This design comes from an exercise in tuning for small area on the open sky130 flow, not from production work. RTL that was checked went through simulation tests only; none was proved equivalent to the original.

==> inputs of 01-13 <==
==> flow/design.v (excerpt) <==
module ws_conv5(
    input sys_clk,
    input en,
    input load_w,
    input clr,
    input [10:0] w11, w12, w13, w14, w15,
    input [10:0] w21, w22, w23, w24, w25,
    input [10:0] w31, w32, w33, w34, w35,
    input [10:0] w41, w42, w43, w44, w45,
    input [10:0] w51, w52, w53, w54, w55,
    input [10:0] bias,
    input [10:0] x1, x2, x3, x4, x5,
    output reg [10:0] acc_out
    );
clock: 9.5 ns
lec_check: 0
cap_margin: 0
core_margin: 2
core_utilization: 60
cts_buf_list: sky130_fd_sc_hd__clkbuf_16
cts_cluster_diameter: 100
cts_cluster_size: 20
gpl_timing_driven: 0
place_density: 0.72
slew_margin: 0
synth_hierarchical: 1
standard.sh (not shown) runs the stock make flow with config.mk's settings and CLKGATE_MAP_FILE= SYNTH_SCRIPT=/design/flow/synth_recipe.tcl, a recipe that flattens the netlist after the stock synthesis.
==> flow/flow/run.sh <==
#!/bin/bash
# Layout: the standard flow (standard.sh), except that the buffer put on
# every input and output port is the smallest buffer cell, and the buffers
# synthesis inserted are removed at floorplan (placement is not timing-driven;
# timing is repaired after clock tree synthesis and global routing).
# The whole output of the flow goes to standard.log; ORFS keeps each step's
# log under orfs/logs/.
set -euo pipefail
cd "$(dirname "$0")/.."
export BUFFER_PORTS_ARGS="-buffer_cell sky130_fd_sc_hd__buf_1"
export REMOVE_ABC_BUFFERS=1
bash standard.sh > standard.log 2>&1
==> 08-04: changes against 01-13 <==
==> flow/flow/run.sh (replaced) <==
#!/bin/bash
# Layout: the standard flow (standard.sh), except that the buffer put on
# every input and output port is the smallest buffer cell. The whole output of
# the flow goes to standard.log; ORFS keeps each step's log under orfs/logs/.
set -euo pipefail
cd "$(dirname "$0")/.."
export BUFFER_PORTS_ARGS="-buffer_cell sky130_fd_sc_hd__buf_1"
bash standard.sh > standard.log 2>&1
--- a/flow/config.mk
+++ b/flow/config.mk
@@ -13,3 +13,2 @@
 export CTS_CLUSTER_SIZE = 20
-export GPL_TIMING_DRIVEN = 0
 export PLACE_DENSITY = 0.72
==> summary of the runs <==
In flip-flop and latch count, 08-04 and 01-13 do not differ.
Between 08-04 and 01-13, the lower critical path depth is in 01-13 (gap 1).
In die area, 08-04 and 01-13 do not differ.
01-13 ran to the end with no violations. 08-04 completed without violations.
Between 01-13 and 08-04, the lower global-route usage is in 01-13 (gap 2.3 points).
Between 01-13 and 08-04, the lower clock skew is in 01-13 (gap 0.014 ns).
Against 08-04, the final area of 01-13 is lower by about 0.4%.
==> figures <==
quantity	08-04	01-13
Peak per-stage delay on the critical path	0.56 ns	0.64 ns
Length of routed wiring on met1	86340 µm	75680 µm
Area fraction of clock buffers and clock inverters	1.813%	1.672%
Routability congestion estimate from global placement	0.9593	0.9072
Largest net degree at the start of global routing	147	43
Number of antenna violations at the first check in global routing	34	21
Beginning of the worst register-to-register path	wt[1][0]$_DFFE_PP_	f[13][3]$_DFFE_PP_
Post-detailed-placement cell area	0.09885 mm²	0.09751 mm²
Status	timing/DRC/antenna clean	timing/DRC/antenna clean
Routed length on met3	20490 µm	14510 µm
Overall routed net length	230800 µm	214900 µm
Multi-input gate area	0.06588 mm²	0.06597 mm²
GR met2 Demand/Resource	48.17%	48.28%
Buffers excl. clock	601	509


==> willow <==
ws_conv5, a different RTL version from the one above (not shown whole).
// ws_conv5
module ws_conv5(
    input sys_clk,
    input en,
    input load_w,
    input clr,
    input [10:0] w11, w12, w13, w14, w15,
    input [10:0] w21, w22, w23, w24, w25,
    input [10:0] w31, w32, w33, w34, w35,
    input [10:0] w41, w42, w43, w44, w45,
    input [10:0] w51, w52, w53, w54, w55,
    input [10:0] bias,
    input [10:0] x1, x2, x3, x4, x5,
    output reg [10:0] acc_out
    );
    wire [10:0] win [0:24];
    assign win[0] = w11; assign win[1] = w12; assign win[2] = w13; assign win[3] = w14; assign win[4] = w15;
    assign win[5] = w21; assign win[6] = w22; assign win[7] = w23; assign win[8] = w24; assign win[9] = w25;
    assign win[10] = w31; assign win[11] = w32; assign win[12] = w33; assign win[13] = w34; assign win[14] = w35;
    assign win[15] = w41; assign win[16] = w42; assign win[17] = w43; assign win[18] = w44; assign win[19] = w45;
    assign win[20] = w51; assign win[21] = w52; assign win[22] = w53; assign win[23] = w54; assign win[24] = w55;
    wire [10:0] xin [0:4];
    assign xin[0] = x1; assign xin[1] = x2; assign xin[2] = x3; assign xin[3] = x4; assign xin[4] = x5;
    wire step = en & ~load_w;
    reg [10:0] wc [0:24];     
    reg [10:0] wt [0:24];     
    reg [10:0] b;             
    reg [10:0] f [0:4][0:3];  
    reg [10:0] sa [0:4];      
    reg [10:0] sb [0:4];      
    integer i, r, c;
    always @(posedge sys_clk) begin
        if (en) begin
            b <= bias;
            for (i = 0; i < 25; i = i + 1)
                wc[i] <= win[i][10] ? {1'b1, ~win[i][9:0] + 10'd1} : win[i];
        end
        if (load_w)
            for (i = 0; i < 25; i = i + 1)
  ...
Settings: LEC_CHECK=0, CAP_MARGIN=0, CORE_MARGIN=2, CORE_UTILIZATION=60, CTS_BUF_LIST=sky130_fd_sc_hd__clkbuf_16, CTS_CLUSTER_DIAMETER=120, CTS_CLUSTER_SIZE=25, PLACE_DENSITY=0.72, SLEW_MARGIN=0, SYNTH_HIERARCHICAL=1; clock period 9.5 ns.
==> flow/flow/run.sh <==
#!/bin/bash
# Layout: the standard flow (standard.sh), except that the buffer put on
# every input and output port is the smallest buffer cell. The whole output of
# the flow goes to standard.log; ORFS keeps each step's log under orfs/logs/.
set -euo pipefail
cd "$(dirname "$0")/.."
export BUFFER_PORTS_ARGS="-buffer_cell sky130_fd_sc_hd__buf_1"
bash standard.sh > standard.log 2>&1
==> pepper (differences from willow) <==
--- a/flow/design.v
+++ b/flow/design.v
@@ -25,18 +25,62 @@
     reg [10:0] wc [0:24];     
     reg [10:0] wt [0:24];     
     reg [10:0] b;             
     reg [10:0] f [0:4][0:3];  
     reg [10:0] sa [0:4];      
     reg [10:0] sb [0:4];      
+    wire [10:0] wsm [0:24];
+    genvar gi;
+    generate
+        for (gi = 0; gi < 25; gi = gi + 1) begin : cv
+            wire [10:0] v = win[gi];
+            wire [9:1] tk;
+            nand2m n1(.a(v[10]), .b(v[0]), .y(tk[1]));
+            wire m2;
+            nand2m a2(.a(v[10]), .b(v[1]), .y(m2));
+            nand2m b2(.a(tk[1]), .b(m2), .y(tk[2]));
+            a21oim a3(.a(v[10]), .b(v[2]), .c(tk[2]), .y(tk[3]));
+            wire m4;
+            nand2m a4(.a(v[10]), .b(v[3]), .y(m4));
+            nand2m b4(.a(tk[3]), .b(m4), .y(tk[4]));
+            a21oim a5(.a(v[10]), .b(v[4]), .c(tk[4]), .y(tk[5]));
+            wire m6;
+            nand2m a6(.a(v[10]), .b(v[5]), .y(m6));
+            nand2m b6(.a(tk[5]), .b(m6), .y(tk[6]));
+            a21oim a7(.a(v[10]), .b(v[6]), .c(tk[6]), .y(tk[7]));
+            wire m8;
+            nand2m a8(.a(v[10]), .b(v[7]), .y(m8));
+            nand2m b8(.a(tk[7]), .b(m8), .y(tk[8]));
+            a21oim a9(.a(v[10]), .b(v[8]), .c(tk[8]), .y(tk[9]));
+            wire r1;
+            xnor2m x1(.a(v[1]), .b(tk[1]), .y(r1));
+            wire r2;
+            xor2m x2(.a(v[2]), .b(tk[2]), .y(r2));
+            wire r3;
+            xnor2m x3(.a(v[3]), .b(tk[3]), .y(r3));
+            wire r4;
+            xor2m x4(.a(v[4]), .b(tk[4]), .y(r4));
+            wire r5;
+            xnor2m x5(.a(v[5]), .b(tk[5]), .y(r5));
+            wire r6;
+            xor2m x6(.a(v[6]), .b(tk[6]), .y(r6));
+            wire r7;
+            xnor2m x7(.a(v[7]), .b(tk[7]), .y(r7));
+            wire r8;
+            xor2m x8(.a(v[8]), .b(tk[8]), .y(r8));
+            wire r9;
+            xnor2m x9(.a(v[9]), .b(tk[9]), .y(r9));
+            assign wsm[gi] = {v[10], r9, r8, r7, r6, r5, r4, r3, r2, r1, v[0]};
+        end
+    endgenerate
     integer i, r, c;
     always @(posedge sys_clk) begin
         if (en) begin
             b <= bias;
             for (i = 0; i < 25; i = i + 1)
-                wc[i] <= win[i][10] ? {1'b1, ~win[i][9:0] + 10'd1} : win[i];
+                wc[i] <= wsm[i];
         end
         if (load_w)
             for (i = 0; i < 25; i = i + 1)
                 wt[i] <= wc[i];
     end
     wire [10:0] rsa [0:4];
@@ -899,12 +943,21 @@
                     f[r][c] <= f[r][c-1];
             end
         end
         acc_out <= clr ? 11'd0 : acc_d;
     end
 endmodule
+module nand2m(input a, input b, output y);
+    assign y = ~(a & b);
+endmodule
+module a21oim(input a, input b, input c, output y);
+    assign y = ~((a & b) | c);
+endmodule
+module xor2m(input a, input b, output y);
+    assign y = a ^ b;
+endmodule
 module fa(input a, input b, input c, output s, output co);
     assign s = a ^ b ^ c;
     assign co = (a & b) | (a & c) | (b & c);
 endmodule
 module xnor2m(input a, input b, output y);
     assign y = ~(a ^ b);
==> flow/flow/run.sh (replaced) <==
#!/bin/bash
# Layout: the standard flow (standard.sh), except that the buffer put on
# every input and output port is the smallest buffer cell, and the buffers
# synthesis inserted are removed at floorplan (placement is not timing-driven;
# timing is repaired after clock tree synthesis and global routing).
# The whole output of the flow goes to standard.log; ORFS keeps each step's
# log under orfs/logs/.
set -euo pipefail
cd "$(dirname "$0")/.."
export BUFFER_PORTS_ARGS="-buffer_cell sky130_fd_sc_hd__buf_1"
export REMOVE_ABC_BUFFERS=1
bash standard.sh > standard.log 2>&1
Settings changed: GPL_TIMING_DRIVEN from default to 0.
==> tundra (differences from willow) <==
==> flow/flow/run.sh (replaced) <==
#!/bin/bash
# Layout: the standard flow (standard.sh), except that the buffer put on
# every input and output port is the smallest buffer cell, and the buffers
# synthesis inserted are removed at floorplan (placement is not timing-driven;
# timing is repaired after clock tree synthesis and global routing).
# The whole output of the flow goes to standard.log; ORFS keeps each step's
# log under orfs/logs/.
set -euo pipefail
cd "$(dirname "$0")/.."
export BUFFER_PORTS_ARGS="-buffer_cell sky130_fd_sc_hd__buf_1"
export REMOVE_ABC_BUFFERS=1
bash standard.sh > standard.log 2>&1
Settings changed: GPL_TIMING_DRIVEN from default to 0.
==> comparison <==
- Maximum frequency: willow is larger than tundra (0.52%).
- Die area: pepper is smaller than tundra (about 1%).
- Hold slack: willow < tundra < pepper.
- Register-to-register slack: willow is higher than tundra (50 ps).
==> figures <==
quantity                                                                             willow               tundra              pepper
Minimum period implied by the final worst setup slack                               9290 ps              9330 ps             9330 ps
Met3 Track Usage GR                                                                  0.0556               0.0520              0.0435
Result of the run                                                            finished clean       finished clean      finished clean
Placed inst area                                                                 98500 um^2           96900 um^2          95900 um^2
Critical Path Source                                                     wt[6][0]$_DFFE_PP_  wt[14][1]$_DFFE_PP_  wt[6][0]$_DFFE_PP_
Clock slew at the register clock pins of the worst setup and hold paths              110 ps               100 ps              110 ps
Height of the die                                                                    401 um               401 um              399 um
Post-Synth Adder-Cell Area                                                            0.470                0.470               0.471
Count of multi-input combinational gates                                               6169                 6169                6168
Non-Filler Instances                                                                   9973                 9856                9830
GR Util met1                                                                          0.389                0.357               0.367
Post-synthesis xor/xnor area fraction                                                0.0686               0.0686              0.0717
Buffers inserted by post-CTS timing repair                                                2                   75                  80
Final non-filler cell area                                                      101000 um^2          100000 um^2          99600 um^2
Function not checked in willow and tundra: the RTL went through the layout flow alone.

-- port drivers added, routing unchanged --
In the flow no input, the clock included, has a driving cell. The finished layouts below were timed again as built, in two steps. Step 1 (the two cells are an assumption about what drives the block):
set clk [get_ports {sys_clk}]
set_driving_cell -lib_cell sky130_fd_sc_hd__clkbuf_16 $clk
set_driving_cell -lib_cell sky130_fd_sc_hd__buf_2 [delete_from_list [all_inputs] $clk]
Step 2 also shifts input and output timing later by t, the mid clock arrival at the registers, as if the neighbouring blocks saw the same clock. a / b / c = ideal ports / drivers / drivers and shift; a / b = the first two.
run	t (ns)	setup WS [ns]	worst register clock-pin slew, ns	worst slew at a driven data input, ns	cell pins on the clock port's net
01-13	0.774	0.211 / 0.211 / -0.046	0.10 / 0.10	0.21	1
08-04	0.802	0.240 / 0.240 / 0.240	0.09 / 0.09	0.21	1
willow	0.756	0.215 / 0.215 / 0.187	0.11 / 0.11	0.18	1
pepper	0.772	0.171 / 0.171 / -0.373	0.11 / 0.11	0.22	1
tundra	0.768	0.167 / 0.167 / -0.446	0.11 / 0.11	0.23	1
Met with ideal ports but missed after step 2: setup timing in 01-13, pepper and tundra. The setup slack of tundra, which loses most, moves by 0.000 ns with the drivers and by -0.613 ns with both steps.
